This is an optimization exercise on Yosys and OpenROAD, whose aim is small area, not a production implementation. Where RTL was checked, it was by simulation tests only, not by an equivalence proof against the original.

==> module it_cpa17, before the edit <==
module it_cpa17(a, b, s);
    input  [16:0] a, b;
    output [16:0] s;
    wire   [16:0] g = a & b;
    wire   [16:0] p = a ^ b;
    wire   [17:0] c;
    assign c[0] = 1'b0;
    genvar i;
    generate
        for (i = 0; i < 17; i = i + 1) begin : carry
            assign c[i+1] = g[i] | (p[i] & c[i]);
        end
    endgenerate
    assign s = p ^ c[16:0];
endmodule
==> flow/config.mk <==
export PLATFORM = sky130hd
export DESIGN_NAME = ImagineThinker
export DESIGN_NICKNAME = ImagineThinker
export VERILOG_FILES = /design/flow/design.v
export SDC_FILE = /design/flow/constraint.sdc
export NUM_CORES = 4
export LEC_CHECK = 0
export ABC_CLOCK_PERIOD_IN_PS = 10000
export CAP_MARGIN = 20
export CORE_MARGIN = 2
export CORE_UTILIZATION = 50
export CTS_BUF_LIST = sky130_fd_sc_hd__clkbuf_4
export CTS_CLUSTER_DIAMETER = 60
export CTS_CLUSTER_SIZE = 7
export SLEW_MARGIN = 20
==> flow/constraint.sdc <==
create_clock -name core_clock -period 10.0 [get_ports {clk}]
set_input_delay 2.0000 -clock core_clock [delete_from_list [all_inputs] [get_ports {clk}]]
set_output_delay 2.0000 -clock core_clock [all_outputs]
set_load 0.01 [all_outputs]
standard.sh (not shown) runs the stock make flow with config.mk's settings and CLKGATE_MAP_FILE= SYNTH_SCRIPT=/design/flow/synth_recipe.tcl, a recipe that flattens the netlist after the stock synthesis.
==> flow/flow/run.sh <==
#!/bin/bash
# Own layout flow: the standard ORFS flow (standard.sh) with a copy of the
# ORFS scripts in which
#  - synthesis maps logic with an area-oriented ABC script (flow/abc_area.script)
#    and keeps the module hierarchy through technology mapping
#    (SYNTH_HIERARCHICAL=1; the standard flow's synthesis script flattens it afterwards as
#    usual), so that each module is mapped on its own; flip-flops are mapped
#    by the unchanged dfflibmap step, before ABC;
#  - the quick ABC pass inside Yosys's synth is skipped for the multiplier
#    modules only (flow/synth_proc.tcl);
#  - full adders are not extracted in the multiplier's final carry-propagate
#    adder (module it_cpa17), so ABC maps its carry chain as plain gates,
#    which are faster than a chain of full-adder cells;
#  - port buffering uses the smallest buffer cell;
#  - clock tree synthesis inserts no dummy loads.
# Each tool's output goes to ORFS's own per-step logs under orfs/logs; this
# script's own output goes to flow_setup.log and flow_make.log.
set -euo pipefail
W=$(pwd)
S=$W/myscripts
{
  rm -rf "$S"
  cp -r "$FLOW_HOME/scripts" "$S"
  cp "$W/flow/abc_area.script" "$S/abc_speed.script"
  cp "$W/flow/abc_area.script" "$S/abc_area.script"
  sed -i 's/buffer_ports {\*}\[env_var_or_empty BUFFER_PORTS_ARGS\]/buffer_ports -buffer_cell sky130_fd_sc_hd__buf_1/' "$S/global_place.tcl"
  sed -i 's/^  -repair_clock_nets\]/  -repair_clock_nets -dont_use_dummy_load]/' "$S/cts.tcl"
  { cat "$W/flow/synth_proc.tcl"; tail -n +2 "$W/synth_recipe.tcl"; } > "$W/my_synth.tcl"
  sed -i 's/^  extract_fa {\*}\[dont_use_extract_fa_args\]$/  extract_fa {*}[dont_use_extract_fa_args] {*}[lsearch -all -inline -not [tee -q -s result.string select -list-mod *] it_cpa*]/' "$S/synth.tcl"
  grep -n "extract_fa {" "$S/synth.tcl"
  grep -n "buffer_ports" "$S/global_place.tcl"
  grep -n "dont_use_dummy_load" "$S/cts.tcl"
  cat "$W/my_synth.tcl"
} > "$W/flow_setup.log" 2>&1
bash standard.sh SCRIPTS_DIR="$S" SYNTH_HIERARCHICAL=1 SYNTH_SCRIPT="$W/my_synth.tcl" finish > "$W/flow_make.log" 2>&1
Other scripts of this flow, unchanged in this note and not shown: flow/flow/abc_area.script, flow/flow/synth_proc.tcl
Next try:
--- a/flow/design.v
+++ b/flow/design.v
@@ -710,22 +710,66 @@
     assign m2_116 = (m2_99 & m2_98) | (m2_114 & (m2_99 ^ m2_98));
     assign u[7] = m2_115;
 endmodule
 module it_cpa17(a, b, s);
     input  [16:0] a, b;
     output [16:0] s;
-    wire   [16:0] g = a & b;
-    wire   [16:0] p = a ^ b;
-    wire   [17:0] c;
+    wire [16:0] g = a & b;
+    wire [16:0] p = a ^ b;
+    wire [17:0] c;
     assign c[0] = 1'b0;
     genvar i;
     generate
-        for (i = 0; i < 17; i = i + 1) begin : carry
+        for (i = 0; i < 7; i = i + 1) begin : rip
             assign c[i+1] = g[i] | (p[i] & c[i]);
         end
     endgenerate
+    wire [9:0] g0 = g[16:7];
+    wire [9:0] p0 = p[16:7];
+    wire [9:0] g1, p1, g2, p2, g3, p3, g4, p4;
+    generate
+        for (i = 0; i < 10; i = i + 1) begin : l1
+            if ((i % 2) == 1) begin
+                assign g1[i] = g0[i] | (p0[i] & g0[i-1]);
+                assign p1[i] = p0[i] & p0[i-1];
+            end else begin
+                assign g1[i] = g0[i];
+                assign p1[i] = p0[i];
+            end
+        end
+        for (i = 0; i < 10; i = i + 1) begin : l2
+            if ((i % 4) >= 2) begin
+                assign g2[i] = g1[i] | (p1[i] & g1[i - (i % 4) + 1]);
+                assign p2[i] = p1[i] & p1[i - (i % 4) + 1];
+            end else begin
+                assign g2[i] = g1[i];
+                assign p2[i] = p1[i];
+            end
+        end
+        for (i = 0; i < 10; i = i + 1) begin : l3
+            if ((i % 8) >= 4) begin
+                assign g3[i] = g2[i] | (p2[i] & g2[i - (i % 8) + 3]);
+                assign p3[i] = p2[i] & p2[i - (i % 8) + 3];
+            end else begin
+                assign g3[i] = g2[i];
+                assign p3[i] = p2[i];
+            end
+        end
+        for (i = 0; i < 10; i = i + 1) begin : l4
+            if ((i % 16) >= 8) begin
+                assign g4[i] = g3[i] | (p3[i] & g3[7]);
+                assign p4[i] = p3[i] & p3[7];
+            end else begin
+                assign g4[i] = g3[i];
+                assign p4[i] = p3[i];
+            end
+        end
+        for (i = 0; i < 10; i = i + 1) begin : cy
+            assign c[8+i] = g4[i] | (p4[i] & c[7]);
+        end
+    endgenerate
     assign s = p ^ c[16:0];
 endmodule
 `timescale 1ns / 1ps
 module Reg_Block(clk, we, waddr, wdata0, wdata1, wsel, raddr_a, raddr_b, rdata_a, rdata_b);
     input         clk;
     input         we;
After rerunning: The changed run produced a clean layout; wire length came out lower by 1.5%; synthesized cell count is higher by about 0.64%; critical path depth stays the same; count of clock-buffer cells in the layout is unchanged; cell count fell by 0.60%; sequential cell count does not change; first-iteration DRC count goes up by 6.2%; worst setup slack improves by 0.0052 ns.
Only the layout flow was run in the first run of this note; the RTL was not checked for function there.

==> afterwards: timing with drivers on the ports <==
The results above use ideal ports. As a check the final layouts listed here were re-extracted and re-timed, cells and wires unchanged.
Step 1 assumes that a clkbuf_16 drives the clock port and a buf_2 every other input.
Step 2 also shifts input and output timing later by t, the mid clock arrival at the registers, as if the neighbouring blocks saw the same clock.
Three values: ideal, step 1, step 2; two values: the first two.
run | shift t [ns] | setup WS [ns] | worst setup path at the end | worst data-port slew with drivers (ns)
the first run | 0.971 | 0.338 / 0.338 / 0.338 | register to register | 0.06
the second run | 0.949 | 0.344 / 0.344 / 0.344 | register to register | 0.05
After both steps setup and hold are still met in every run listed.
